Source: an optimization exercise on an open RTL-to-GDS flow (aim: small area). Production flows keep margins and buffers that such runs may drop. The RTL was checked by simulation tests, not by an equivalence proof against the original design. Power and IR drop assume default switching activity.

$ cat design/flow/config.mk
export PLATFORM = sky130hd
export DESIGN_NAME = ATM_TOP
export DESIGN_NICKNAME = ATM_TOP
export VERILOG_FILES = /design/flow/design.v
export SDC_FILE = /design/flow/constraint.sdc
export NUM_CORES = 4
export LEC_CHECK = 0
export CAP_MARGIN = 20
export CORE_MARGIN = 2
export CORE_UTILIZATION = 40
export SLEW_MARGIN = 20
$ cat design/flow/constraint.sdc
create_clock -name core_clock -period 6.0 [get_ports {clk}]
set_input_delay 1.2000 -clock core_clock [delete_from_list [all_inputs] [get_ports {clk}]]
set_output_delay 1.2000 -clock core_clock [all_outputs]
set_load 0.01 [all_outputs]
$ cat design/flow/design.v
module timer (
    input  wire          clk,
    input  wire          rst,
    input  wire          start,
    input  wire          restart,
    input  wire [31:0]   threshold,
    output reg           time_out
);
reg  [31:0] counter;
wire        hit = (counter == threshold);
always @(posedge clk)
    counter <= (start && !restart && !hit) ? counter + 32'd1 : 32'd0;
always @(posedge clk or negedge rst)
    if (!rst)
        time_out <= 1'b0;
    else if (start)
        time_out <= hit;
endmodule
module card_handling (
    input  wire          clk,
    input  wire          rst,
    input  wire [5:0]    card_number,
    input  wire          card_in,
    input  wire          write_en,           
    input  wire [19:2]   updated_balance,
    output reg  [15:0]   password_next,      
    output reg  [19:2]   balance,
    output reg           pass_en
);
wire valid = (card_number < 6'd10);
reg  [3:0] pin_idx;
wire [3:0] pin_idx_next = valid ? (card_in ? card_number[3:0] : pin_idx) : 4'd15;
always @(posedge clk)
    pin_idx <= pin_idx_next;
always @(*)
begin
    case (pin_idx_next)
    4'd0   : password_next = 16'h3370;
    4'd1   : password_next = 16'h3506;
    4'd2   : password_next = 16'h4076;
    4'd3   : password_next = 16'h3370;
    4'd4   : password_next = 16'h5298;
    4'd5   : password_next = 16'h6639;
    4'd6   : password_next = 16'h2284;
    4'd7   : password_next = 16'h9125;
    4'd8   : password_next = 16'h8657;
    4'd9   : password_next = 16'h5791;
    default: password_next = 16'h0000;
    endcase
end
localparam [20*10-1:0] BALANCE_INIT = {
    20'd15000 , 20'd40000 , 20'd25000 , 20'd20000 , 20'd4000   ,
    20'd100000, 20'd200000, 20'd10000 , 20'd50000 , 20'd2200   } ;
reg [19:2] mem [0:9];
genvar i;
generate
for (i = 0; i < 10; i = i + 1)
begin : g_balance
    always @(posedge clk or negedge rst)
        if (!rst)
            mem[i] <= BALANCE_INIT[i*20+2 +: 18];
        else if ((card_number == i) && write_en)
            mem[i] <= updated_balance;
end
endgenerate
wire [19:2] balance_rd = card_number[3] ? (card_number[0] ? mem[9] : mem[8])
                                        : mem[card_number[2:0]];
always @(posedge clk)
    if (!valid)
        balance <= 18'd0;
    else if (card_in)
        balance <= balance_rd;
always @(posedge clk or negedge rst)
    if (!rst)
        pass_en <= 1'b0;
    else if (valid)
        pass_en <= card_in;
endmodule
module user_interface (
    input  wire          clk,
    input  wire          rst,
    input  wire          card_in,
    input  wire [9:0]    digit,
    input  wire          withdraw_button,
    input  wire          deposit_button,
    input  wire          multiple_100_button,
    input  wire          multiple_1000_button,
    input  wire [15:0]   password_next,
    output reg           pin_ok,            
    output reg           entry_big,         
    output reg  [3:0]    entry_digit
);
reg [3:0] pin_digit;
integer k;
always @(*)
begin
    pin_digit = 4'd0;
    for (k = 9; k >= 0; k = k - 1)
        if (digit[k]) pin_digit = k;
end
reg [3:0] amt_digit;
always @(*)
begin
    amt_digit = 4'd0;
    for (k = 9; k >= 1; k = k - 1)
        if (digit[k]) amt_digit = k;
end
wire amt_any = |digit[9:1];
reg [1:0] count;
reg [3:0] temp1, temp2, temp3, temp4;
always @(posedge clk or negedge rst)
begin
    if (!rst) begin
        count <= 2'd0;
        temp1 <= 4'd0; temp2 <= 4'd0; temp3 <= 4'd0; temp4 <= 4'd0;
    end
    else if (card_in)
        count <= 2'd0;
    else if (|digit) begin
        case (count)
        2'd0: temp1 <= pin_digit;
        2'd1: temp2 <= pin_digit;
        2'd2: temp3 <= pin_digit;
        2'd3: temp4 <= pin_digit;
        endcase
        count <= count + 2'd1;
    end
end
always @(posedge clk)
    pin_ok <= ({temp1, temp2, temp3, temp4} == password_next);
localparam H_NONE = 2'd0, H_WAIT = 2'd1, H_100 = 2'd2, H_1000 = 2'd3;
reg [1:0] hold;
always @(posedge clk or negedge rst)
begin
    if (!rst) begin
        hold        <= H_NONE;
        entry_big   <= 1'b0;
        entry_digit <= 4'd0;
    end
    else if (withdraw_button || deposit_button)
        hold <= H_WAIT;
    else if (hold != H_NONE) begin
        if (multiple_100_button)
            hold <= H_100;
        else if (hold == H_100) begin
            if (amt_any) begin
                hold        <= H_NONE;
                entry_big   <= 1'b0;
                entry_digit <= amt_digit;
            end
        end
        else if (multiple_1000_button)
            hold <= H_1000;
        else if (hold == H_1000) begin
            if (amt_any) begin
                hold        <= H_NONE;
                entry_big   <= 1'b1;
                entry_digit <= amt_digit;
            end
        end
    end
end
endmodule
module ATM_FSM (
    input  wire          clk,
    input  wire          rst,
    input  wire          time_out,
    input  wire [19:2]   current_balance,
    input  wire          pass_en,
    input  wire          pin_ok,
    input  wire          enter_button,
    input  wire          cancel_button,
    input  wire          another_service,
    input  wire          language_key,       
    input  wire          withdraw_button,
    input  wire          deposit_button,
    input  wire          show_balance,
    input  wire          entry_big,
    input  wire [3:0]    entry_digit,
    input  wire [19:0]   actual_deposit_value,
    output reg  [19:2]   updated_balance,
    output wire          wrong_password,
    output wire          operation_done,
    output wire          error,
    output wire          start_timer,
    output wire          card_out
);
localparam [3:0]    IDLE             = 4'd0 ,
                    LANGUAGE         = 4'd1 ,
                    WRITE_PASS       = 4'd2 ,
                    CHECK_PASS       = 4'd3 ,
                    OPERATION        = 4'd4 ,
                    WRITE_WITHDRAW   = 4'd5 ,
                    WITHDRAW         = 4'd6 ,
                    WRITE_DEPOSIT    = 4'd7 ,
                    DEPOSIT          = 4'd8 ,
                    BALANCE          = 4'd9 ;
reg [3:0] state, next_state;
reg [1:0] error_count, error_count_next;
reg       op_done_reg;
reg [13:2] entry;
always @(*)
begin
    case ({entry_big, entry_digit})
    5'h01: entry = 100  >> 2;
    5'h02: entry = 200  >> 2;
    5'h03: entry = 300  >> 2;
    5'h04: entry = 400  >> 2;
    5'h05: entry = 500  >> 2;
    5'h06: entry = 600  >> 2;
    5'h07: entry = 700  >> 2;
    5'h08: entry = 800  >> 2;
    5'h09: entry = 900  >> 2;
    5'h11: entry = 1000 >> 2;
    5'h12: entry = 2000 >> 2;
    5'h13: entry = 3000 >> 2;
    5'h14: entry = 4000 >> 2;
    5'h15: entry = 5000 >> 2;
    5'h16: entry = 6000 >> 2;
    5'h17: entry = 7000 >> 2;
    5'h18: entry = 8000 >> 2;
    5'h19: entry = 9000 >> 2;
    default: entry = 12'd0;
    endcase
end
wire st_withdraw = (state == WITHDRAW);
wire st_deposit  = (state == DEPOSIT);
wire st_check    = (state == CHECK_PASS);
wire st_balance  = (state == BALANCE);
wire over = (current_balance[19:14] != 6'd0) ? 1'b0 : (entry > current_balance[13:2]);
wire dep_ok = (actual_deposit_value == {6'd0, entry, 2'b00});
wire op_ok = st_withdraw ? !over : dep_ok;
wire op_fresh = (st_withdraw || st_deposit) && !op_done_reg;
assign operation_done = st_balance || ((st_withdraw || st_deposit) && (op_done_reg || op_ok));
assign error          = (st_check && !pin_ok) || (op_fresh && !op_ok);
assign wrong_password = st_check && !pin_ok;
assign start_timer = (state != IDLE) && (state != CHECK_PASS) && (state <= BALANCE);
wire   abort       = time_out || cancel_button;
assign card_out    = start_timer && abort;
wire        do_op  = op_fresh && op_ok;
wire        sub    = st_withdraw;
wire [19:2] addend = do_op ? (sub ? ~{6'd0, entry} : {6'd0, entry}) : 18'd0;
wire [19:2] sum    = updated_balance + addend + {17'd0, do_op && sub};
always @(posedge clk or negedge rst)
    if (!rst)
        updated_balance <= 18'd0;
    else if (pass_en)
        updated_balance <= current_balance;
    else
        updated_balance <= sum;
always @(posedge clk or negedge rst)
    if (!rst) begin
        state       <= IDLE;
        error_count <= 2'd0;
        op_done_reg <= 1'b0;
    end
    else begin
        state       <= next_state;
        error_count <= error_count_next;
        op_done_reg <= operation_done && (st_withdraw || st_deposit);
    end
always @(*)
begin
    next_state       = state;
    error_count_next = error_count;
    case (state)
    IDLE: begin
        error_count_next = 2'd0;
        if (pass_en) next_state = LANGUAGE;
    end
    LANGUAGE: begin
        if (abort) next_state = IDLE;
        else if (language_key) next_state = WRITE_PASS;
    end
    WRITE_PASS: begin
        if (abort) next_state = IDLE;
        else if (enter_button) next_state = CHECK_PASS;
    end
    CHECK_PASS: begin
        if (!pin_ok) begin
            if (error_count == 2'd2) begin
                error_count_next = 2'd0;
                next_state = IDLE;
            end
            else begin
                error_count_next = error_count + 2'd1;
                next_state = WRITE_PASS;
            end
        end
        else begin
            error_count_next = 2'd0;
            next_state = OPERATION;
        end
    end
    OPERATION: begin
        if (abort) next_state = IDLE;
        else if (withdraw_button) next_state = WRITE_WITHDRAW;
        else if (deposit_button) next_state = WRITE_DEPOSIT;
        else if (show_balance) next_state = BALANCE;
    end
    WRITE_WITHDRAW: begin
        if (abort) next_state = IDLE;
        else if (enter_button) next_state = WITHDRAW;
    end
    WRITE_DEPOSIT: begin
        if (abort) next_state = IDLE;
        else if (enter_button) next_state = DEPOSIT;
    end
    WITHDRAW, DEPOSIT: begin
        if (operation_done) begin
            error_count_next = 2'd0;
            if (abort) next_state = IDLE;
            else if (another_service) next_state = OPERATION;
        end
        else begin
            if (error_count == 2'd2) begin
                error_count_next = 2'd0;
                next_state = IDLE;
            end
            else begin
                error_count_next = error_count + 2'd1;
                next_state = st_withdraw ? WRITE_WITHDRAW : WRITE_DEPOSIT;
            end
        end
    end
    BALANCE: begin
        if (abort) next_state = IDLE;
        else if (another_service) next_state = OPERATION;
    end
    default: next_state = IDLE;
    endcase
end
endmodule
module ATM_TOP #(parameter  P_WIDTH = 16,
                            B_WIDTH = 20,
                            C_WIDTH = 6)
(
    input  wire                     clk,
    input  wire                     rst,
    input  wire [C_WIDTH-1:0]       card_number,
    input  wire                     card_in,
    input  wire                     button_0,
    input  wire                     button_1,
    input  wire                     button_2,
    input  wire                     button_3,
    input  wire                     button_4,
    input  wire                     button_5,
    input  wire                     button_6,
    input  wire                     button_7,
    input  wire                     button_8,
    input  wire                     button_9,
    input  wire                     enter_button,
    input  wire                     cancel_button,
    input  wire                     withdraw_button,
    input  wire                     deposit_button,
    input  wire                     show_balance,
    input  wire                     another_service,
    input  wire                     English_button,
    input  wire                     Arabic_button,
    input  wire                     multiple_100_button,
    input  wire                     multiple_1000_button,
    input  wire [B_WIDTH-1:0]       actual_deposit_value,
    input  wire [31:0]              threshold,
    output wire                     card_out,
    output wire [B_WIDTH-1:0]       updated_balance,
    output wire                     operation_done,
    output wire                     error,
    output wire                     wrong_password
);
wire [19:2] ub;
wire [19:2] balance;
wire [15:0] password_next;
wire        pass_en, pin_ok, entry_big, time_out, start_timer;
wire [3:0]  entry_digit;
assign updated_balance = {ub, 2'b00};
wire restart_timer = another_service || enter_button || English_button || Arabic_button ||
                     withdraw_button || deposit_button || show_balance;
card_handling U0_card_handling (
    .clk(clk), .rst(rst),
    .card_number(card_number), .card_in(card_in),
    .write_en(card_out || operation_done),
    .updated_balance(ub),
    .password_next(password_next),
    .balance(balance),
    .pass_en(pass_en)
);
user_interface U0_user_interface (
    .clk(clk), .rst(rst),
    .card_in(card_in),
    .digit({button_9, button_8, button_7, button_6, button_5,
            button_4, button_3, button_2, button_1, button_0}),
    .withdraw_button(withdraw_button),
    .deposit_button(deposit_button),
    .multiple_100_button(multiple_100_button),
    .multiple_1000_button(multiple_1000_button),
    .password_next(password_next),
    .pin_ok(pin_ok),
    .entry_big(entry_big),
    .entry_digit(entry_digit)
);
timer U0_timer (
    .clk(clk), .rst(rst),
    .start(start_timer),
    .restart(restart_timer),
    .threshold(threshold),
    .time_out(time_out)
);
ATM_FSM U0_ATM_FSM (
    .clk(clk), .rst(rst),
    .time_out(time_out),
    .current_balance(balance),
    .pass_en(pass_en),
    .pin_ok(pin_ok),
    .enter_button(enter_button),
    .cancel_button(cancel_button),
    .another_service(another_service),
    .language_key(English_button || Arabic_button),
    .withdraw_button(withdraw_button),
    .deposit_button(deposit_button),
    .show_balance(show_balance),
    .entry_big(entry_big),
    .entry_digit(entry_digit),
    .actual_deposit_value(actual_deposit_value),
    .updated_balance(ub),
    .wrong_password(wrong_password),
    .operation_done(operation_done),
    .error(error),
    .start_timer(start_timer),
    .card_out(card_out)
);
endmodule
$ cat design/flow/run.sh
#!/bin/bash
# synth_recipe.tcl (not shown) runs the flow's synth.tcl, then flattens the netlist and writes it again
# the make line also repeats each setting of config.mk as NAME=value (left out here)
make -C /OpenROAD-flow-scripts/flow DESIGN_CONFIG=/design/flow/config.mk WORK_HOME=/design/flow/orfs CLKGATE_MAP_FILE= SYNTH_SCRIPT=/design/flow/synth_recipe.tcl finish
==> flow_metrics.py, run 1 <==
metrics = {
    "clock_tree": {
        "cts_tree": "yes",
        "path_clk_slew_ns": 0.06,
        "post-cts-setup-buffer-count": 0,
        "htree_levels": 2,
        "clock-sinks": 287,
        "ctsResizeCount": 0,
        "clock-root-buffer": "clkbuf_16",
        "cts_made_buffers": 35,
        "hold_buffers": 0,
        "cts_buffer_depth": 3,
        "clk_latency_ns": 0.53,
    },
    "placed_design": {
        "place_area_um2": 17900,
        "dp_cells": 2126,
        "place_congestion": 0.870,
        "dp_hpwl_um": 29100,
        "io_buffers": 102,
    },
    "flow_run": {
        "maxCapViolCount": 0,
    },
    "cells_and_area": {
        "nets": 1760,
        "final_util_pct": 46.6,
        "reg_top3": "U0_card_handling.mem: 180 flops, U0_timer.counter: 32 flops",
        "syn_to_final_growth_pct": 15.3,
        "diodes": 0,
        "mostFrequentLayoutCell": "dfrtp_1",
        "largest_reg_flops": 180,
        "most-common-layout-cells": "dfrtp_1 (175), mux2_2 (121), nor2_1 (117)",
        "fin_area_um2": 19000,
        "instances_no_fill": 2190,
        "nFillCells": 3776,
        "drive_above_1_share_pct": 20.0,
        "largest_register": "U0_card_handling.mem",
    },
    "drt": {
        "firstDrtPassIters": 5,
        "drc_errors": 0,
        "totalWireLength_um": 42100,
        "initialDrtViolationCount": 779,
        "routedWlPerCell_um": 19.2,
        "vias_per_cell": 5.50,
        "detail-route-antenna-nets": 0,
        "vias": 12100,
    },
    "setup_path": {
        "cp_cell_sequence": "inv_1 -> ha_1 -> nand2b_1 -> a21oi_1 -> nor2_1 -> nor2_2 -> ha_1 -> a21oi_1 -> o21ai_0 -> a2111o_1 -> o21a_1 -> o21a_1 -> or3_1 -> fa_1 -> inv_1 -> fa_1 -> a21o_1 -> a21oi_1 -> o21ai_1 -> o211ai_1 -> a41oi_2 -> a21oi_1 -> or4b_2 -> nand3_1",
        "crit_family": "compound AO/OA/AOI/OAI gates",
        "required_ns": 6.45,
        "critical_path.endpoint_type": "flop",
        "crit_slowest_cell": "or4b_2",
        "critPathKind": "flop to flop",
        "slowest_delay_ns": 0.61,
        "worstSetupStartpointType": "flop",
        "critPathMaxFanout": 5,
        "crit_buf_inv": 2,
        "cp_common_cell": "a21oi_1",
        "arrival_ns": 6.03,
    },
    "global_route": {
        "grt_max_degree": 141,
        "grt_remaining_overflow": 0,
        "grt_pass1_vias": 12300,
        "antenna_found_initial": 4,
        "track_usage_pct": 20.2,
        "grt_pass1_wl_um": 68100,
    },
    "yosys": {
        "synth_top_area_share_pct": 26.8,
        "synth_seq_cells": 287,
        "avgSynthCellArea_um2": 10.6,
        "yosysWarnings": 5,
        "yosysUniqueCellTypes": 89,
        "synth_ff_type": "dfrtp_1",
        "yosysTopAreaCell": "dfrtp_1",
        "synth_cells": 1551,
        "ys_async_sr_fraction_pct": 80.8,
        "yosysSeqAreaShare_pct": 42.4,
        "syn-cell-area_um2": 16500,
        "synth_edf_count": 0,
        "synthTopCellsByArea": "dfrtp_1 (27%), dfstp_2 (8.9%), mux2_2 (8.3%)",
    },
    "floorplan": {
        "core_area_um2": 40700,
        "boundaryPins": 105,
        "num_rows": 74,
        "start_util_pct": 40.4,
        "die_h_um": 207,
        "die_x_um": 207,
        "die_area_um2": 42800,
    },
    "power": {
        "p_int_mw": 3.86,
        "p_sw_share_pct": 29.6,
        "leakagePower_nw": 8.27,
        "powerDensity_nw_per_um2": 289,
        "seqPwrFrac_pct": 41.7,
        "pwr-share-comb_pct": 21.3,
        "p_sw_mw": 1.62,
        "ir_worst_vdd_v": 0.000179,
        "clockPowerShare_pct": 37.0,
    },
    "sta": {
        "rsz0062_at_grt": "false",
        "skew_ns": 0.0320,
        "slew_violations": 0,
        "final-setup-viol-count": 0,
        "finalSetupTns_ns": 0,
        "final-hold-violation-count": 0,
        "fin_crit_ns": 5.58,
        "slew_headroom_pct": 38.0,
        "fmax_mhz": 179,
        "period_share_pct": 93.0,
        "fin_hold_ws_ns": 0.478,
        "worst_pin_slew_ns": 0.921,
    },
    "outcome": {
        "status": "no timing/DRC/antenna violations",
    },
    "min_path": {
        "hold_class": "flop to flop",
    },
}
[path summary, 6_finish.rpt]
check,startpoint,endpoint,slack (ns),cells past startpoint
min reg2reg,U0_card_handling.balance[11],U0_ATM_FSM.updated_balance[11],0.48,2
max in group asynchronous,rst,U0_user_interface.entry_big,4.07,2
min in group asynchronous,rst,U0_card_handling.mem[2][18],0.69,1
min,U0_card_handling.balance[11],U0_ATM_FSM.updated_balance[11],0.48,2
max,U0_user_interface.entry_digit[1],U0_ATM_FSM.updated_balance[18],0.42,24
max reg2reg,U0_user_interface.entry_digit[1],U0_ATM_FSM.updated_balance[18],0.42,24
[synthesized netlist by cell type, drive strengths merged (9+ instances only)]
master  count
nor4       18
o211ai     12
nor2b      20
dfrtp     176
xor2       69
nand2b     17
nand2      94
xnor2      36
a21oi      66
buf        55
dfxtp      55
a22o       11
clkbuf     40
dfstp      56
ha         46
and4        9
mux2      221
mux4       10
a21o       12
o21ai      89
mux2i      43
nor3       12
nand3      36
a31oi      10
nand4      20
inv        53
o22ai       9
nor2      118
and3       12
[tightest hold or removal path, cell delays in order (launching register included)]
cell and delay [ns]:
dfxtp_1 0.32, nand2_1 0.05, o21ai_0 0.06
[power by group through the flow]
stage	logic [mW]	clock network (mW)	registers, mW
after floorplan	0.872	0	2.21
after global placement	1.16	0	2.31
after detailed placement	1.17	0	2.32
after CTS	1.17	2.08	2.28
after global routing	1.30	2.18	2.31
final	1.17	2.03	2.29
[cells by family after synthesis]
logic type / share of synthesized area, %
xor gates and xnor gates: 5.59
other: 0.0228
muxes: 19.8
adders and majority gates: 3.74
and+or+nand+nor: 12.6
DFF: 42.4
buffers and inverters: 4.61
AOI/OAI and AO/OA: 11.2
[layout make-up]
cell class / instances / area, um^2 / area share, %
Tap cell: 532 / 666 / 3.51
Sequential cell: 287 / 6980 / 36.8
Clock buffer: 61 / 1070 / 5.62
Timing Repair Buffer: 137 / 1280 / 6.77
Inverter: 54 / 203 / 1.07
Multi-Input combinational cell: 1116 / 8740 / 46.1
Clock inverter: 3 / 35.0 / 0.185
[through the flow]
step / power (mW) / worst slack, ns
6_report: 5.49 / 0.420
5_1_grt: 5.79 / 0.0235
4_1_cts: 5.53 / 0.204
3_5_place_dp: 3.48 / 0.00969
3_3_place_gp: 3.47 / 0.0501
2_1_floorplan: 3.08 / 0.660
[metal layers]
metal  up-vias  GRT usage, %  share of wire (%)
met4         4          5.70                2.4
met5         -             0              0.057
met2       249          33.4                 48
met1      6013          27.2                 45
li1       5715             -                  -
met3        70          3.58                4.5
==> run 2: changes to the inputs <==
--- a/design/flow/config.mk
+++ b/design/flow/config.mk
@@ -5,7 +5,10 @@
 export SDC_FILE = /design/flow/constraint.sdc
 export NUM_CORES = 4
 export LEC_CHECK = 0
+export ABC_AREA = 1
 export CAP_MARGIN = 20
 export CORE_MARGIN = 2
-export CORE_UTILIZATION = 40
+export CORE_UTILIZATION = 65
+export CTS_BUF_LIST = sky130_fd_sc_hd__clkbuf_4 sky130_fd_sc_hd__clkbuf_8
+export CTS_CLUSTER_SIZE = 30
 export SLEW_MARGIN = 20
==> run 2 against run 1 <==
  * Combinational power shrank 9%
  * Power is 4.1% lower
  * Final area decreased by 2.8%
  * Flip-flop and latch count did not move
  * Largest cell class unchanged
==> flow_metrics.py, run 2 <==
metrics = {
    "setup_path": {
        "critPathKind": "flop to output pin",
        "critPathMaxFanout": 9,
        "required_ns": 4.80,
        "arrival_ns": 3.95,
        "timing.rr.end": "U0_ATM_FSM.updated_balance[16]",
        "reg2reg_setup_slack_ns": 0.98,
        "rr_worst_depth": 29,
        "worstSetupStartpointType": "flop",
        "r2r-start": "U0_user_interface.entry_digit[1]",
        "critical_path.endpoint_type": "output pin",
    },
    "yosys": {
        "yosysTopAreaCell": "dfrtp_1",
        "synth_ff_type": "dfrtp_1",
        "syn-cell-area_um2": 16300,
        "ys_async_sr_fraction_pct": 80.8,
        "synth_most_common_cell": "nand2_1",
        "avgSynthCellArea_um2": 7.56,
        "synth_edf_count": 0,
        "synth_cells": 2149,
        "post_synth_most_frequent_cells": "nand2_1 (689), nand3_1 (216), dfrtp_1 (176)",
        "synth_seq_cells": 287,
        "synth_top_area_share_pct": 27.1,
        "synthTopCellsByArea": "dfrtp_1 (27%), nand2_1 (16%), dfstp_2 (9.1%)",
        "yosysUniqueCellTypes": 60,
        "yosysWarnings": 5,
        "yosysSeqAreaShare_pct": 42.9,
    },
    "floorplan": {
        "die_x_um": 162,
        "core_area_um2": 24500,
        "boundaryPins": 105,
        "die_h_um": 162,
        "num_rows": 57,
        "die_area_um2": 26300,
        "start_util_pct": 66.4,
    },
    "drt": {
        "detail-route-antenna-nets": 0,
        "vias": 15200,
        "routedWlPerCell_um": 18.0,
        "vias_per_cell": 5.89,
        "totalWireLength_um": 46700,
        "initialDrtViolationCount": 1347,
        "drc_errors": 0,
        "firstDrtPassIters": 6,
    },
    "global_route": {
        "use_met1_pct": 48.4,
        "grt_use_met2_pct": 55.6,
        "track_usage_pct": 35.5,
        "grt_pass1_wl_um": 74000,
        "grt_use_met3_pct": 9.27,
        "grt_max_degree": 132,
        "grt_remaining_overflow": 0,
        "antenna_found_initial": 0,
        "grt.busiest_layer": "met2",
        "grt_pass1_vias": 14400,
    },
    "placed_design": {
        "place_congestion": 0.910,
        "dp_hpwl_um": 31200,
        "dpl_worst_slack_ns": 0.865,
        "io_buffers": 102,
    },
    "cells_and_area": {
        "mostFrequentLayoutCell": "nand2_1",
        "most-common-layout-cells": "nand2_1 (689), nand3_1 (216), dfrtp_1 (176)",
        "largest_reg_flops": 180,
        "syn_to_final_growth_pct": 13.4,
        "drive_above_1_share_pct": 11.3,
        "largest_register": "U0_card_handling.mem",
        "final_util_pct": 75.4,
        "reg_top3": "U0_card_handling.mem: 180 flops, U0_timer.counter: 32 flops",
        "nets": 2354,
        "nFillCells": 1893,
    },
    "outcome": {
        "status": "no timing/DRC/antenna violations",
    },
    "sta": {
        "period_share_pct": 85.8,
        "slew_headroom_pct": 30.5,
        "rsz0062_at_grt": "false",
        "final-hold-violation-count": 0,
        "finalSetupTns_ns": 0,
        "final-setup-viol-count": 0,
        "worst_pin_slew_ns": 1.04,
        "fin_crit_ns": 5.15,
        "fin_hold_ws_ns": 0.460,
        "fin_ws_ns": 0.854,
        "slew_violations": 0,
        "skew_ns": 0.0313,
        "fmax_mhz": 194,
    },
    "power": {
        "pwr-share-comb_pct": 20.4,
        "powerDensity_nw_per_um2": 286,
        "p_sw_share_pct": 32.4,
        "clockPowerShare_pct": 36.8,
        "power.total_mw": 5.26,
        "p_int_mw": 3.56,
        "seqPwrFrac_pct": 42.8,
        "leakagePower_nw": 8.75,
        "ir_worst_vdd_v": 0.000262,
        "p_sw_mw": 1.71,
    },
    "clock_tree": {
        "post-cts-setup-buffer-count": 0,
        "htree_levels": 2,
        "clock-root-buffer": "clkbuf_8",
        "hold_buffers": 0,
        "clk_latency_ns": 0.60,
        "path_clk_slew_ns": 0.06,
        "ctsResizeCount": 0,
        "cts_made_buffers": 48,
        "cts_tree": "yes",
        "cts_buffer_depth": 3,
        "clock-sinks": 287,
    },
    "min_path": {
        "hold_class": "flop to flop",
        "whs_endpoint": "U0_card_handling.mem[9][12]",
        "hold_start": "U0_card_handling.mem[9][12]",
        "hold_depth": 2,
    },
    "flow_run": {
        "maxCapViolCount": 0,
    },
}
## run 2: changes by cell type in the layout (fill, tap and decap cells not counted), sizes merged, moves of 15 or more
cell    before  now
nand3       36  229
mux2i       43    0
nand2       94  703
inv         54  167
nor2b       20    0
nor2       118  168
xor2        69   18
nor4        18    3
o21ai       89  136
clkbuf      61   82
nand4       20   40
nor3        12   35
mux2       221    0
nand2b      17    0
## run 2: through the flow
stage,instances,area [um^2]
detailed placement,2498,17300
global placement,2498,17300
CTS,2588,18400
global route,2589,18400
floorplan,2150,16300
finish,2590,18400
## run 2: worst max path at each step
stage,startpoint,to,slack [ns],cells past startpoint
finish,U0_user_interface.entry_digit[1],error,0.85,17
global route,U0_user_interface.entry_digit[1],U0_ATM_FSM.updated_balance[16],0.43,29
CTS,U0_user_interface.entry_digit[1],error,0.90,17
detailed placement,actual_deposit_value[17],U0_ATM_FSM.updated_balance[16],0.86,27
global placement,actual_deposit_value[19],U0_ATM_FSM.updated_balance[16],0.97,27
floorplan,U0_user_interface.entry_digit[1],U0_ATM_FSM.updated_balance[14],1.69,28
## run 2: metal layers
layer / routed length (um) / share of wire, %
met1: 19400 / 41
met2: 20900 / 45
met3: 5080 / 11
met4: 1410 / 3.0
met5: 0 / 0
## run 2: area by class of cell
class | instances | area [um^2] | area share (%)
well taps | 324 | 405 | 2.20
repair buffers | 128 | 1250 | 6.80
inverters | 169 | 634 | 3.44
multi-input cells | 1591 | 8070 | 43.8
clock buffers | 82 | 1000 | 5.44
clock inverters | 8 | 88.8 | 0.482
flip-flops and latches | 287 | 6980 | 37.8
diodes | 1 | 2.50 | 0.0136
## run 2: cells by family (layout without fill, tap and decap cells)
family	count (synthesis)	count (layout)	synth area share, %
flip-flops	287	287	42.9
other	1	3	0.0231
XOR/XNOR	45	45	2.43
adder cells (fa/ha/maj)	48	48	3.79
buffers and inverters	272	387	7.62
AND/OR/NAND/NOR	1198	1198	32.2
AO/OA/AOI/OAI	298	298	11.0
## run 2: worst max-delay path, stage by stage (launching register included)
cell and delay [ns]:
dfrtp_1 0.50, inv_1 0.15, ha_1 0.34, nand2_1 0.06, nand2_1 0.08, nand2_1 0.07
nand2_1 0.12, inv_1 0.08, ha_1 0.30, nand4_1 0.12, nor3_1 0.20, nand2_1 0.09
nand4_1 0.07, nand3_1 0.07, nand2_1 0.14, nand3_2 0.11, o22ai_1 0.24, clkdlybuf4s50_1 0.61
## run 2: power by group through the flow
| stage | Sequential (mW) | Clock, mW | Combinational (mW) |
|---|---|---|---|
| 2_1_floorplan | 2.20 | 0 | 0.852 |
| 3_3_place_gp | 2.27 | 0 | 1.02 |
| 3_5_place_dp | 2.28 | 0 | 1.05 |
| 4_1_cts | 2.25 | 1.95 | 1.05 |
| 5_1_grt | 2.27 | 2.04 | 1.18 |
| 6_report | 2.25 | 1.94 | 1.07 |
==> run 3: changes to the inputs <==
--- a/design/flow/design.v
+++ b/design/flow/design.v
@@ -8,8 +8,25 @@
 );
 reg  [31:0] counter;
 wire        hit = (counter == threshold);
+wire [8:0]  group_carry;
+wire [31:0] carry;
+wire [31:0] inc;
+assign group_carry[0] = 1'b1;
+genvar g;
+generate
+for (g = 0; g < 8; g = g + 1)
+begin : g_inc
+    assign group_carry[g+1] = group_carry[g] & (&counter[4*g+3:4*g]);
+    assign carry[4*g]   = group_carry[g];
+    assign carry[4*g+1] = group_carry[g] & counter[4*g];
+    assign carry[4*g+2] = group_carry[g] & (&counter[4*g+1:4*g]);
+    assign carry[4*g+3] = group_carry[g] & (&counter[4*g+2:4*g]);
+end
+endgenerate
+assign inc = counter ^ carry;
+wire run = start && !restart && !hit;
 always @(posedge clk)
-    counter <= (start && !restart && !hit) ? counter + 32'd1 : 32'd0;
+    counter <= run ? inc : 32'd0;
 always @(posedge clk or negedge rst)
     if (!rst)
         time_out <= 1'b0;
@@ -52,24 +69,32 @@
     20'd15000 , 20'd40000 , 20'd25000 , 20'd20000 , 20'd4000   ,
     20'd100000, 20'd200000, 20'd10000 , 20'd50000 , 20'd2200   } ;
 reg [19:2] mem [0:9];
+wire [9:0] sel;
+wire       hi_zero = (card_number[5:4] == 2'd0);
+wire       load    = valid && card_in;
+wire       keep    = valid && !card_in;
 genvar i;
 generate
 for (i = 0; i < 10; i = i + 1)
 begin : g_balance
+    assign sel[i] = (card_number[3:0] == i);
     always @(posedge clk or negedge rst)
         if (!rst)
             mem[i] <= BALANCE_INIT[i*20+2 +: 18];
-        else if ((card_number == i) && write_en)
+        else if (sel[i] && hi_zero && write_en)
             mem[i] <= updated_balance;
 end
 endgenerate
-wire [19:2] balance_rd = card_number[3] ? (card_number[0] ? mem[9] : mem[8])
-                                        : mem[card_number[2:0]];
+reg [19:2] balance_next;
+integer k;
+always @(*)
+begin
+    balance_next = keep ? balance : 18'd0;
+    for (k = 0; k < 10; k = k + 1)
+        balance_next = balance_next | ({18{sel[k] && load}} & mem[k]);
+end
 always @(posedge clk)
-    if (!valid)
-        balance <= 18'd0;
-    else if (card_in)
-        balance <= balance_rd;
+    balance <= balance_next;
 always @(posedge clk or negedge rst)
     if (!rst)
         pass_en <= 1'b0;
@@ -227,7 +252,16 @@
 wire st_deposit  = (state == DEPOSIT);
 wire st_check    = (state == CHECK_PASS);
 wire st_balance  = (state == BALANCE);
-wire over = (current_balance[19:14] != 6'd0) ? 1'b0 : (entry > current_balance[13:2]);
+wire [14:2] gt_c;
+assign gt_c[2] = 1'b0;
+genvar gi;
+generate
+for (gi = 2; gi < 14; gi = gi + 1)
+begin : g_gt
+    assign gt_c[gi+1] = (entry[gi] & ~current_balance[gi]) | ((entry[gi] | ~current_balance[gi]) & gt_c[gi]);
+end
+endgenerate
+wire over = (current_balance[19:14] == 6'd0) && gt_c[14];
 wire dep_ok = (actual_deposit_value == {6'd0, entry, 2'b00});
 wire op_ok = st_withdraw ? !over : dep_ok;
 wire op_fresh = (st_withdraw || st_deposit) && !op_done_reg;
@@ -239,14 +273,14 @@
 assign card_out    = start_timer && abort;
 wire        do_op  = op_fresh && op_ok;
 wire        sub    = st_withdraw;
-wire [19:2] addend = do_op ? (sub ? ~{6'd0, entry} : {6'd0, entry}) : 18'd0;
-wire [19:2] sum    = updated_balance + addend + {17'd0, do_op && sub};
+wire [19:2] addend = sub ? ~{6'd0, entry} : {6'd0, entry};
+wire [19:2] sum    = updated_balance + addend + {17'd0, sub};
 always @(posedge clk or negedge rst)
     if (!rst)
         updated_balance <= 18'd0;
     else if (pass_en)
         updated_balance <= current_balance;
-    else
+    else if (do_op)
         updated_balance <= sum;
 always @(posedge clk or negedge rst)
     if (!rst) begin
--- a/design/flow/config.mk
+++ b/design/flow/config.mk
@@ -9,6 +9,4 @@
 export CAP_MARGIN = 20
 export CORE_MARGIN = 2
 export CORE_UTILIZATION = 65
-export CTS_BUF_LIST = sky130_fd_sc_hd__clkbuf_4 sky130_fd_sc_hd__clkbuf_8
-export CTS_CLUSTER_SIZE = 30
 export SLEW_MARGIN = 20
==> run 3 against run 2 <==
  * Still clean on timing, DRC and antenna
  * Critical path depth grew 5
  * Clock power is essentially flat
  * Via count shrank 8.1%
  * Die area shrank 3.8%
  * Sequential power shrank 8%
  * Clock skew shrank 0.0066 ns
  * Area after synthesis shrank 3.8%
  * Cell count shrank 8.4%
  * Largest cell class unchanged
  * Largest power group unchanged
==> flow_metrics.py, run 3 <==
metrics = {
    "drt": {
        "totalWireLength_um": 43400,
        "routedWlPerCell_um": 18.3,
        "initialDrtViolationCount": 1319,
        "vias_per_cell": 5.91,
        "drc_errors": 0,
        "vias": 14000,
        "firstDrtPassIters": 5,
        "detail-route-antenna-nets": 0,
    },
    "floorplan": {
        "start_util_pct": 66.4,
        "num_rows": 56,
        "die_x_um": 159,
        "die_area_um2": 25300,
        "boundaryPins": 105,
        "core_area_um2": 23500,
        "die_h_um": 159,
    },
    "yosys": {
        "yosysTopAreaCell": "dfrtp_1",
        "yosysSeqAreaShare_pct": 44.7,
        "synth_seq_cells": 287,
        "post_synth_most_frequent_cells": "nand2_1 (610), nand3_1 (212), dfrtp_1 (176)",
        "synth_edf_count": 0,
        "yosysUniqueCellTypes": 67,
        "synth_ff_type": "dfrtp_1",
        "synth_most_common_cell": "nand2_1",
        "synth_cells": 1959,
        "synth_top_area_share_pct": 28.2,
        "synthTopCellsByArea": "dfrtp_1 (28%), nand2_1 (15%), dfstp_2 (9.4%)",
        "yosysWarnings": 5,
        "syn-cell-area_um2": 15600,
        "avgSynthCellArea_um2": 7.98,
        "ys_async_sr_fraction_pct": 80.8,
    },
    "setup_path": {
        "critPathKind": "flop to output pin",
        "critPathMaxFanout": 13,
        "rr_worst_depth": 24,
        "arrival_ns": 3.84,
        "worstSetupStartpointType": "flop",
        "critical_path.endpoint_type": "output pin",
        "required_ns": 4.80,
    },
    "placed_design": {
        "dp_hpwl_um": 29200,
        "dpl_worst_slack_ns": 0.956,
        "dp_cells": 2316,
        "place_congestion": 0.912,
        "io_buffers": 102,
    },
    "sta": {
        "fin_ws_ns": 0.956,
        "fmax_mhz": 198,
        "rsz0062_at_grt": "false",
        "final-setup-viol-count": 0,
        "fin_crit_ns": 5.04,
        "final-hold-violation-count": 0,
        "slew_violations": 0,
        "slew_headroom_pct": 22.5,
        "worst_pin_slew_ns": 1.16,
        "period_share_pct": 84.1,
        "finalSetupTns_ns": 0,
        "skew_ns": 0.0247,
    },
    "min_path": {
        "hold_depth": 2,
        "hold_class": "flop to flop",
    },
    "power": {
        "powerDensity_nw_per_um2": 272,
        "leakagePower_nw": 8.36,
        "ir_worst_vdd_v": 0.000251,
        "power.total_mw": 4.83,
    },
    "clock_tree": {
        "cts_tree": "yes",
        "path_clk_slew_ns": 0.06,
        "ctsResizeCount": 0,
        "clock-root-buffer": "clkbuf_16",
        "cts_made_buffers": 30,
        "clk_latency_ns": 0.57,
        "htree_levels": 1,
        "cts_buffer_depth": 3,
        "clock-sinks": 287,
        "hold_buffers": 0,
        "post-cts-setup-buffer-count": 0,
    },
    "cells_and_area": {
        "syn_to_final_growth_pct": 13.5,
        "reg_top3": "U0_card_handling.mem: 180 flops, U0_timer.counter: 32 flops",
        "final_util_pct": 75.4,
        "most-common-layout-cells": "nand2_1 (610), nand3_1 (212), dfrtp_1 (176)",
        "instances_no_fill": 2373,
        "largest_register": "U0_card_handling.mem",
        "nFillCells": 1828,
        "mostFrequentLayoutCell": "nand2_1",
        "diodes": 0,
        "drive_above_1_share_pct": 10.7,
        "largest_reg_flops": 180,
        "nets": 2153,
    },
    "global_route": {
        "grt_pass1_wl_um": 70600,
        "grt_max_degree": 133,
        "grt_pass1_vias": 13600,
        "grt_remaining_overflow": 0,
        "track_usage_pct": 34.4,
        "antenna_found_initial": 0,
    },
    "outcome": {
        "status": "no timing/DRC/antenna violations",
    },
    "flow_run": {
        "maxCapViolCount": 0,
    },
}
run 3: through the flow:
step,hold WS [ns],cell area (um^2)
after floorplan,0.430,15600
after global placement,0.450,16700
after detailed placement,0.454,16700
after CTS,0.463,17700
after global routing,0.469,17700
final,0.463,17700
run 3: critical path, stage by stage, from the launching register on:
cell	delay (ns)
dfrtp_1	0.67
inv_1	0.27
nand2_1	0.20
nand3_2	0.16
nor2_1	0.18
nand2_1	0.07
nand3_1	0.07
nand2_1	0.06
nand2_1	0.05
nand2_1	0.04
nand2_1	0.06
nand2_1	0.05
nand2_1	0.05
nand3_1	0.07
nand3_1	0.08
nand2_1	0.05
nand2_1	0.05
nand2_1	0.11
nand2_2	0.15
nand3_2	0.08
nand2_2	0.11
nand2_1	0.15
clkdlybuf4s50_1	0.52
run 3: logic make-up (layout without fill, tap and decap cells):
kind of cell | after synthesis | after routing | synth area share (%)
AO/OA/AOI/OAI | 236 | 236 | 9.96
XOR/XNOR | 72 | 72 | 4.04
adder cells (fa/ha/maj) | 42 | 42 | 3.41
buffers and inverters | 248 | 342 | 7.69
flip-flops | 287 | 287 | 44.7
other | 1 | 2 | 0.0240
AND/OR/NAND/NOR | 1073 | 1073 | 30.2
run 3: final cells by class:
class	count	area (um^2)	share of cell area [%]
clock buffer	43	860	4.84
multi-input combinational	1425	7480	42.2
clock inverter	13	185	1.04
timing repair buffer	129	1250	7.04
tap	319	399	2.25
inverter	157	592	3.34
sequential	287	6980	39.3
run 3: worst paths after layout:
| check | endpoint | startpoint | slack, ns |
|---|---|---|---|
| max reg2reg | U0_card_handling.mem[1][16] | U0_user_interface.entry_digit[3] | 1.69 |
| min in group asynchronous | U0_ATM_FSM.updated_balance[19] | rst | 0.56 |
| max | operation_done | U0_user_interface.entry_digit[3] | 0.96 |
| min | U0_card_handling.mem[1][15] | U0_card_handling.mem[1][15] | 0.46 |
| max in group asynchronous | U0_ATM_FSM.state[1] | rst | 4.32 |
| min reg2reg | U0_card_handling.mem[1][15] | U0_card_handling.mem[1][15] | 0.46 |
run 3: layer usage:
| metal | global-route usage (%) | vias to the layer above | wire (um) |
|---|---|---|---|
| li1 | - | 6592 | - |
| met1 | 45.5 | 6634 | 17600 |
| met2 | 57.3 | 644 | 20400 |
| met3 | 4.74 | 144 | 3330 |
| met4 | 14.6 | 0 | 2130 |
| met5 | 0 | - | 0 |
run 3: where the power goes:
group          switching (mW)  total [mW]  leakage, nW  internal (mW)
clock                   0.777        1.95        0.509           1.17
combinational           0.539       0.813         4.41          0.274
sequential             0.0644        2.07         3.44           2.00
total                    1.38        4.83         8.36           3.45
==> run 4: changes to the inputs <==
==> design/flow/flow/run.sh (new file) <==
#!/bin/bash
set -euo pipefail
cat >> config.mk <<'EOC'
export BUFFER_PORTS_ARGS = -buffer_cell sky130_fd_sc_hd__buf_1
export CTS_ARGS = -sink_clustering_enable -repair_clock_nets -dont_use_dummy_load -buf_list sky130_fd_sc_hd__clkbuf_16 -sink_clustering_size 30 -sink_clustering_max_diameter 120
EOC
bash standard.sh > standard.log 2>&1
==> design/flow/standard.sh (new file) <==
#!/bin/bash
# synth_recipe.tcl (not shown) runs the flow's synth.tcl, then flattens the netlist and writes it again
# the make line also repeats each setting of config.mk as NAME=value (left out here)
make -C /OpenROAD-flow-scripts/flow DESIGN_CONFIG=/design/flow/config.mk WORK_HOME=/design/flow/orfs CLKGATE_MAP_FILE= SYNTH_SCRIPT=/design/flow/synth_recipe.tcl "${@:-finish}"
--- a/design/flow/config.mk
+++ b/design/flow/config.mk
@@ -10,3 +10,5 @@
 export CORE_MARGIN = 2
 export CORE_UTILIZATION = 65
 export SLEW_MARGIN = 20
+export BUFFER_PORTS_ARGS = -buffer_cell sky130_fd_sc_hd__buf_1
+export CTS_ARGS = -sink_clustering_enable -repair_clock_nets -dont_use_dummy_load -buf_list sky130_fd_sc_hd__clkbuf_16 -sink_clustering_size 30 -sink_clustering_max_diameter 120
removed: design/flow/run.sh
==> run 4 against run 3 <==
  * Still clean
  * Flip-flop and latch count unchanged
  * Non-clock buffer count down 2
  * Power down 21%
  * Fmax up 2.6%
  * Sequential share of layout area up 3.3 points
  * Sequential power about the same
  * Wire length down 3.6%
  * Clock skew up 0.015 ns
  * Combinational power down 5.3%
  * Worst hold slack better by 0.0066 ns
==> flow_metrics.py, run 4 <==
metrics = {
    "clock_tree": {
        "cts_made_buffers": 13,
        "post-cts-setup-buffer-count": 0,
        "clk_latency_ns": 0.50,
        "path_clk_slew_ns": 0.11,
        "clock-root-buffer": "clkbuf_16",
        "hold_buffers": 0,
        "clock-sinks": 287,
        "cts_tree": "yes",
        "htree_levels": 1,
        "cts_buffer_depth": 3,
        "ctsResizeCount": 0,
    },
    "drt": {
        "routedWlPerCell_um": 18.0,
        "drc_errors": 0,
        "initialDrtViolationCount": 1208,
        "firstDrtPassIters": 5,
        "vias": 13600,
        "detail-route-antenna-nets": 0,
        "totalWireLength_um": 41900,
        "vias_per_cell": 5.85,
    },
    "yosys": {
        "yosysSeqAreaShare_pct": 44.7,
        "synthMuxAreaShare_pct": 0,
        "synth_seq_cells": 287,
        "synth_top_family_by_area": "simple AND/OR/NAND/NOR gates",
        "synth_fa_ha_area_share_pct": 3.41,
        "yosysUniqueCellTypes": 67,
        "yosysTopAreaCell": "dfrtp_1",
        "syn-cell-area_um2": 15600,
        "post_synth_most_frequent_cells": "nand2_1 (610), nand3_1 (212), dfrtp_1 (176)",
        "synth_most_common_cell": "nand2_1",
        "yosys.area_share.simple_pct": 30.2,
        "synthXorXnorAreaFrac_pct": 4.04,
        "synth_cells": 1959,
        "synth_ff_type": "dfrtp_1",
        "ys_async_sr_fraction_pct": 80.8,
        "synthTopCellsByArea": "dfrtp_1 (28%), nand2_1 (15%), dfstp_2 (9.4%)",
        "synth_compound_area_share_pct": 9.96,
        "synth_edf_count": 0,
        "yosysWarnings": 5,
        "synth_top_area_share_pct": 28.2,
        "avgSynthCellArea_um2": 7.98,
    },
    "global_route": {
        "grt_max_degree": 92,
        "antenna_found_initial": 0,
        "grt_pass1_wl_um": 67700,
        "track_usage_pct": 33.0,
        "grt_pass1_vias": 13000,
        "grt_remaining_overflow": 0,
    },
    "power": {
        "pwr-share-comb_pct": 20.2,
        "powerDensity_nw_per_um2": 233,
        "seqPwrFrac_pct": 54.0,
        "p_sw_share_pct": 31.3,
        "power.total_mw": 3.82,
        "leakagePower_nw": 7.74,
        "ir_worst_vdd_v": 0.000198,
        "p_sw_mw": 1.19,
        "p_int_mw": 2.63,
        "clockPowerShare_pct": 25.8,
    },
    "floorplan": {
        "boundaryPins": 105,
        "start_util_pct": 66.4,
        "num_rows": 56,
        "core_area_um2": 23500,
        "die_h_um": 159,
        "die_x_um": 159,
        "die_area_um2": 25300,
    },
    "setup_path": {
        "slowest_delay_ns": 0.76,
        "worstSetupStartpointType": "flop",
        "critPathKind": "flop to output pin",
        "critical_path.endpoint_type": "output pin",
        "cp_cell_sequence": "inv_1 -> nor3_1 -> xor2_1 -> nor4_1 -> nand3b_1 -> nor2_1 -> nand4_1 -> nand3_2 -> nand2_2 -> nand2_1 -> buf_1",
        "crit_slowest_cell": "nor3_1",
        "required_ns": 4.80,
        "critPathMaxFanout": 13,
        "arrival_ns": 3.72,
    },
    "outcome": {
        "status": "no timing/DRC/antenna violations",
    },
    "cells_and_area": {
        "syn_to_final_growth_pct": 4.77,
        "nets": 2134,
        "multi_input_area_um2": 7480,
        "nFillCells": 2037,
        "reg_top3": "U0_card_handling.mem: 180 flops, U0_timer.counter: 32 flops",
        "seq_area_um2": 6980,
        "largest_reg_flops": 180,
        "instances_no_fill": 2328,
        "most-common-layout-cells": "nand2_1 (610), nand3_1 (212), dfrtp_1 (176)",
        "mostFrequentLayoutCell": "nand2_1",
        "largest_register": "U0_card_handling.mem",
        "drive_above_1_share_pct": 9.01,
        "diodes": 0,
    },
    "placed_design": {
        "io_buffers": 102,
        "place_congestion": 0.933,
        "dpl_worst_slack_ns": 1.32,
        "dp_hpwl_um": 29300,
        "dp_cells": 2315,
    },
    "sta": {
        "period_share_pct": 82.0,
        "worst_pin_slew_ns": 1.12,
        "finalSetupTns_ns": 0,
        "rsz0062_at_grt": "false",
        "fin_crit_ns": 4.92,
        "slew_violations": 0,
        "fmax_mhz": 203,
        "fin_ws_ns": 1.08,
        "final-hold-violation-count": 0,
        "final-setup-viol-count": 0,
        "skew_ns": 0.0397,
        "fin_hold_ws_ns": 0.470,
        "slew_headroom_pct": 25.2,
    },
    "min_path": {
        "hold_class": "flop to flop",
    },
    "flow_run": {
        "maxCapViolCount": 0,
    },
}
run 4: area by class of cell:
| class | count | area share, % |
|---|---|---|
| multi-input combinational | 1425 | 45.7 |
| inverter | 157 | 3.62 |
| clock buffer | 13 | 1.99 |
| timing repair buffer | 127 | 3.66 |
| sequential | 287 | 42.6 |
| tap | 319 | 2.44 |
run 4: routing by layer:
layer | routed length (um) | vias up | global-route usage, %
met5 | 0 | - | 0
met4 | 1530 | 0 | 12.6
met3 | 3040 | 83 | 3.49
met2 | 19700 | 517 | 54.7
met1 | 17600 | 6509 | 45.1
li1 | - | 6513 | -
run 4: cell families (layout without fill, tap and decap cells):
family | Yosys count | after routing
AND/OR/NAND/NOR | 1073 | 1073
flip-flops | 287 | 287
buffers and inverters | 248 | 297
AO/OA/AOI/OAI | 236 | 236
XOR/XNOR | 72 | 72
adder cells (fa/ha/maj) | 42 | 42
other | 1 | 2
run 4: final timing paths:
path                                                       start                             to  slack (ns)  cells past startpoint
worst max register to register  U0_user_interface.entry_digit[3]    U0_card_handling.mem[7][19]        1.57                     12
max in group asynchronous                                    rst     U0_card_handling.mem[6][8]        4.12                      2
min in group asynchronous                                    rst  U0_ATM_FSM.updated_balance[9]        0.72                      1
worst max-delay path            U0_user_interface.entry_digit[3]                 operation_done        1.08                     11
worst min-delay path                 U0_card_handling.mem[7][14]    U0_card_handling.mem[7][14]        0.47                      2
worst min register to register       U0_card_handling.mem[7][14]    U0_card_handling.mem[7][14]        0.47                      2
run 4: power by group through the flow:
stage	registers (mW)	logic, mW	clock network [mW]
after CTS	2.06	0.761	1.00
after global routing	2.08	0.856	1.06
after floorplan	2.08	0.636	0
after detailed placement	2.10	0.759	0
after global placement	2.10	0.749	0
final	2.07	0.770	0.986
run 4: critical path, delay by kind of cell, from the launching register on:
kind / cells / cell delay [ns]
buf+inv: 2 / 0.44
simple gates: 8 / 2.01
flops: 1 / 0.67
xor+xnor: 1 / 0.14
run 4: stage by stage:
stage / utilization (%) / area [um^2]
detailed placement: 68.1 / 16000
global placement: 68.1 / 16000
floorplan: - / 15600
finish: 69.5 / 16400
CTS: 69.5 / 16400
global route: 69.5 / 16400
==> run 5: changes to the inputs <==
==> design/flow/flow/run.sh (replaced) <==
#!/bin/bash
# Standard layout (the standard.sh, standard synthesis unchanged), with
# buf_1 port buffers and a clock tree built without dummy loads.
set -euo pipefail
cat >> config.mk <<'EOC'
export BUFFER_PORTS_ARGS = -buffer_cell sky130_fd_sc_hd__buf_1
export CTS_ARGS = -sink_clustering_enable -repair_clock_nets -dont_use_dummy_load
EOC
bash standard.sh > standard.log 2>&1
--- a/design/flow/config.mk
+++ b/design/flow/config.mk
@@ -11,4 +11,4 @@
 export CORE_UTILIZATION = 65
 export SLEW_MARGIN = 20
 export BUFFER_PORTS_ARGS = -buffer_cell sky130_fd_sc_hd__buf_1
-export CTS_ARGS = -sink_clustering_enable -repair_clock_nets -dont_use_dummy_load -buf_list sky130_fd_sc_hd__clkbuf_16 -sink_clustering_size 30 -sink_clustering_max_diameter 120
+export CTS_ARGS = -sink_clustering_enable -repair_clock_nets -dont_use_dummy_load
==> run 5 against run 4 <==
  * Flip-flop and latch count unchanged
  * Power up 15%
  * Still clean on timing, DRC and antenna
  * Highest routed layer unchanged
  * Utilization rose by 1.8 points
  * Combinational power barely moved
  * Largest cell class unchanged
  * Global-route usage increased by 0.57 points
  * Sequential power barely moved
  * Critical endpoint unchanged
  * Area after synthesis unchanged
  * Clock power is 59% higher
==> flow_metrics.py, run 5 <==
metrics = {
    "yosys": {
        "syn-cell-area_um2": 15600,
        "yosysTopAreaCell": "dfrtp_1",
        "synth_seq_cells": 287,
        "yosysUniqueCellTypes": 67,
        "synthTopCellsByArea": "dfrtp_1 (28%), nand2_1 (15%), dfstp_2 (9.4%)",
        "yosys.area_share.simple_pct": 30.2,
        "synth_edf_count": 0,
        "yosysWarnings": 5,
        "yosysSeqAreaShare_pct": 44.7,
        "ys_async_sr_fraction_pct": 80.8,
        "synth_top_area_share_pct": 28.2,
        "synthMuxAreaShare_pct": 0,
        "synth_most_common_cell": "nand2_1",
        "synth_top_family_by_area": "simple AND/OR/NAND/NOR gates",
        "avgSynthCellArea_um2": 7.98,
        "synth_ff_type": "dfrtp_1",
        "synth_fa_ha_area_share_pct": 3.41,
        "synthXorXnorAreaFrac_pct": 4.04,
        "synth_cells": 1959,
        "post_synth_most_frequent_cells": "nand2_1 (610), nand3_1 (212), dfrtp_1 (176)",
        "synth_compound_area_share_pct": 9.96,
    },
    "min_path": {
        "whs_endpoint": "U0_card_handling.mem[9][9]",
        "hold_class": "flop to flop",
        "hold_depth": 2,
        "hold_start": "U0_card_handling.mem[9][9]",
    },
    "power": {
        "leakagePower_nw": 7.95,
        "ir_worst_vdd_v": 0.000202,
        "powerDensity_nw_per_um2": 262,
    },
    "floorplan": {
        "num_rows": 56,
        "start_util_pct": 66.4,
        "boundaryPins": 105,
        "die_h_um": 159,
        "die_area_um2": 25300,
        "core_area_um2": 23500,
        "die_x_um": 159,
    },
    "clock_tree": {
        "htree_levels": 1,
        "post-cts-setup-buffer-count": 0,
        "clock-sinks": 287,
        "clock-root-buffer": "clkbuf_16",
        "clk_latency_ns": 0.56,
        "cts_tree": "yes",
        "cts_made_buffers": 30,
        "ctsResizeCount": 0,
        "hold_buffers": 0,
        "cts_buffer_depth": 3,
        "path_clk_slew_ns": 0.06,
    },
    "drt": {
        "initialDrtViolationCount": 1258,
        "routedWlPerCell_um": 18.2,
        "vias_per_cell": 5.92,
        "vias": 13900,
        "totalWireLength_um": 42700,
        "firstDrtPassIters": 5,
        "drc_errors": 0,
        "detail-route-antenna-nets": 0,
    },
    "global_route": {
        "grt_remaining_overflow": 0,
        "track_usage_pct": 33.5,
        "antenna_found_initial": 0,
        "grt_max_degree": 92,
        "grt_pass1_vias": 13400,
        "grt_pass1_wl_um": 68900,
    },
    "setup_path": {
        "crit_slowest_cell": "nor3_1",
        "slowest_delay_ns": 0.74,
        "worstSetupStartpointType": "flop",
        "required_ns": 4.80,
        "cp_cell_sequence": "inv_1 -> nor3_1 -> xor2_1 -> nor4_1 -> nand3b_1 -> nor2_1 -> nand4_1 -> nand3_2 -> nand2_2 -> nand2_1 -> buf_1",
        "timing.rr.end": "U0_card_handling.mem[7][19]",
        "reg2reg_setup_slack_ns": 1.59,
        "crit_buf_inv": 2,
        "r2r-start": "U0_user_interface.entry_digit[3]",
        "critical_path.endpoint_type": "output pin",
        "arrival_ns": 3.77,
        "critPathKind": "flop to output pin",
        "rr_worst_depth": 13,
        "crit_family": "simple AND/OR/NAND/NOR gates",
        "critPathMaxFanout": 13,
    },
    "flow_run": {
        "maxCapViolCount": 0,
    },
    "cells_and_area": {
        "drive_above_1_share_pct": 9.77,
        "syn_to_final_growth_pct": 7.50,
        "nets": 2151,
        "diodes": 0,
        "most-common-layout-cells": "nand2_1 (610), nand3_1 (212), dfrtp_1 (176)",
        "largest_reg_flops": 180,
        "mostFrequentLayoutCell": "nand2_1",
        "reg_top3": "U0_card_handling.mem: 180 flops, U0_timer.counter: 32 flops",
        "largest_register": "U0_card_handling.mem",
    },
    "sta": {
        "fin_crit_ns": 4.97,
        "worst_pin_slew_ns": 1.15,
        "final-hold-violation-count": 0,
        "fmax_mhz": 201,
        "skew_ns": 0.0478,
        "period_share_pct": 82.8,
        "fin_hold_ws_ns": 0.462,
        "finalSetupTns_ns": 0,
        "slew_violations": 0,
        "rsz0062_at_grt": "false",
        "slew_headroom_pct": 23.5,
        "final-setup-viol-count": 0,
    },
    "placed_design": {
        "dp_hpwl_um": 29300,
        "io_buffers": 102,
        "place_congestion": 0.933,
    },
    "outcome": {
        "status": "no timing/DRC/antenna violations",
    },
}
[run 5: worst max-delay path by stage]
stage                                           from                  endpoint  slack, ns  cells after the start
CTS                 U0_user_interface.entry_digit[3]            operation_done       1.08                     11
detailed placement                    card_number[1]  U0_user_interface.pin_ok       1.32                     16
global route        U0_user_interface.entry_digit[3]            operation_done       0.77                     11
global placement                      card_number[1]  U0_user_interface.pin_ok       1.56                     16
floorplan                             card_number[5]  U0_user_interface.pin_ok       2.20                     16
finish              U0_user_interface.entry_digit[3]            operation_done       1.03                     11
[run 5: where the power goes]
| part | total [mW] | internal (mW) | switching, mW | leakage (nW) |
|---|---|---|---|---|
| Sequential | 2.07 | 2.01 | 0.0638 | 3.44 |
| Clock | 1.57 | 0.869 | 0.698 | 0.370 |
| Combinational | 0.771 | 0.230 | 0.542 | 4.14 |
[run 5: metrics by stage]
step | total power, mW | util [%] | std cells | instance area (um^2) | worst slack (ns)
final | 4.41 | 71.3 | 2345 | 16800 | 1.03
after global routing | 4.58 | 71.3 | 2345 | 16800 | 0.766
after CTS | 4.41 | 71.3 | 2345 | 16800 | 1.08
after floorplan | 2.71 | - | 1960 | 15600 | 2.20
after global placement | 2.85 | 68.1 | 2315 | 16000 | 1.56
after detailed placement | 2.86 | 68.1 | 2315 | 16000 | 1.32
[run 5: cell type report]
cell class                 instances  area, um^2
clock buffer                      30         751
fill                            1984        6750
inverter                         157         592
multi-input combinational       1425        7480
sequential                       287        6980
tap                              319         399
timing repair buffer             127         599
[run 5: metal layers]
layer	GRT usage, %	up-vias	share of wire, %
li1	-	6546	-
met1	45.4	6652	42
met2	55.8	573	47
met3	3.72	107	7.0
met4	13.3	0	3.8
met5	0	-	0
[run 5: kinds of logic (layout without fill, tap and decap cells)]
family	Yosys count	after routing
fa+ha+maj	42	42
xor+xnor	72	72
compound gates	236	236
simple gates	1073	1073
other cells	1	2
buf+inv	248	314
flops	287	287
[run 5: worst reg2reg max path: cells and delay by family (launching register included)]
family | cells | cell delay (ns)
and+or+nand+nor | 10 | 3.12
buffers and inverters | 1 | 0.27
DFF | 1 | 0.66
xor gates and xnor gates | 1 | 0.14
AOI/OAI and AO/OA | 1 | 0.11

## re-timing with driven ports
How much do the figures lean on ideal ports? The routed layouts below were timed once more, with nothing changed but the port constraints.
Step 1, drivers: a clkbuf_16 drives clk and a buf_2 each remaining input, both assumed.
Step 2 times the ports against the registers' clock, not the clock port: input delays grow and output delays shrink by t, the midpoint of the rising clock arrivals with the driver on.
Three values: no drivers, after step 1, after step 2; two values: the first two.
| run | t (ns) | setup WS [ns] | worst setup path at the end |
|---|---|---|---|
| run 1 | 0.568 | 0.420 / 0.420 / 0.175 | input to register |
| run 2 | 0.638 | 0.854 / 0.804 / 0.822 | input to register |
| run 3 | 0.604 | 0.956 / 0.905 / 0.817 | input to register |
| run 4 | 0.532 | 1.083 / 1.036 / 1.284 | input to register |
| run 5 | 0.588 | 1.031 / 0.980 / 1.194 | input to register |
After both steps setup and hold are still met in every run listed. For run 1, which loses most, drivers alone change the setup slack by 0.000 ns; drivers and shift together by -0.245 ns.
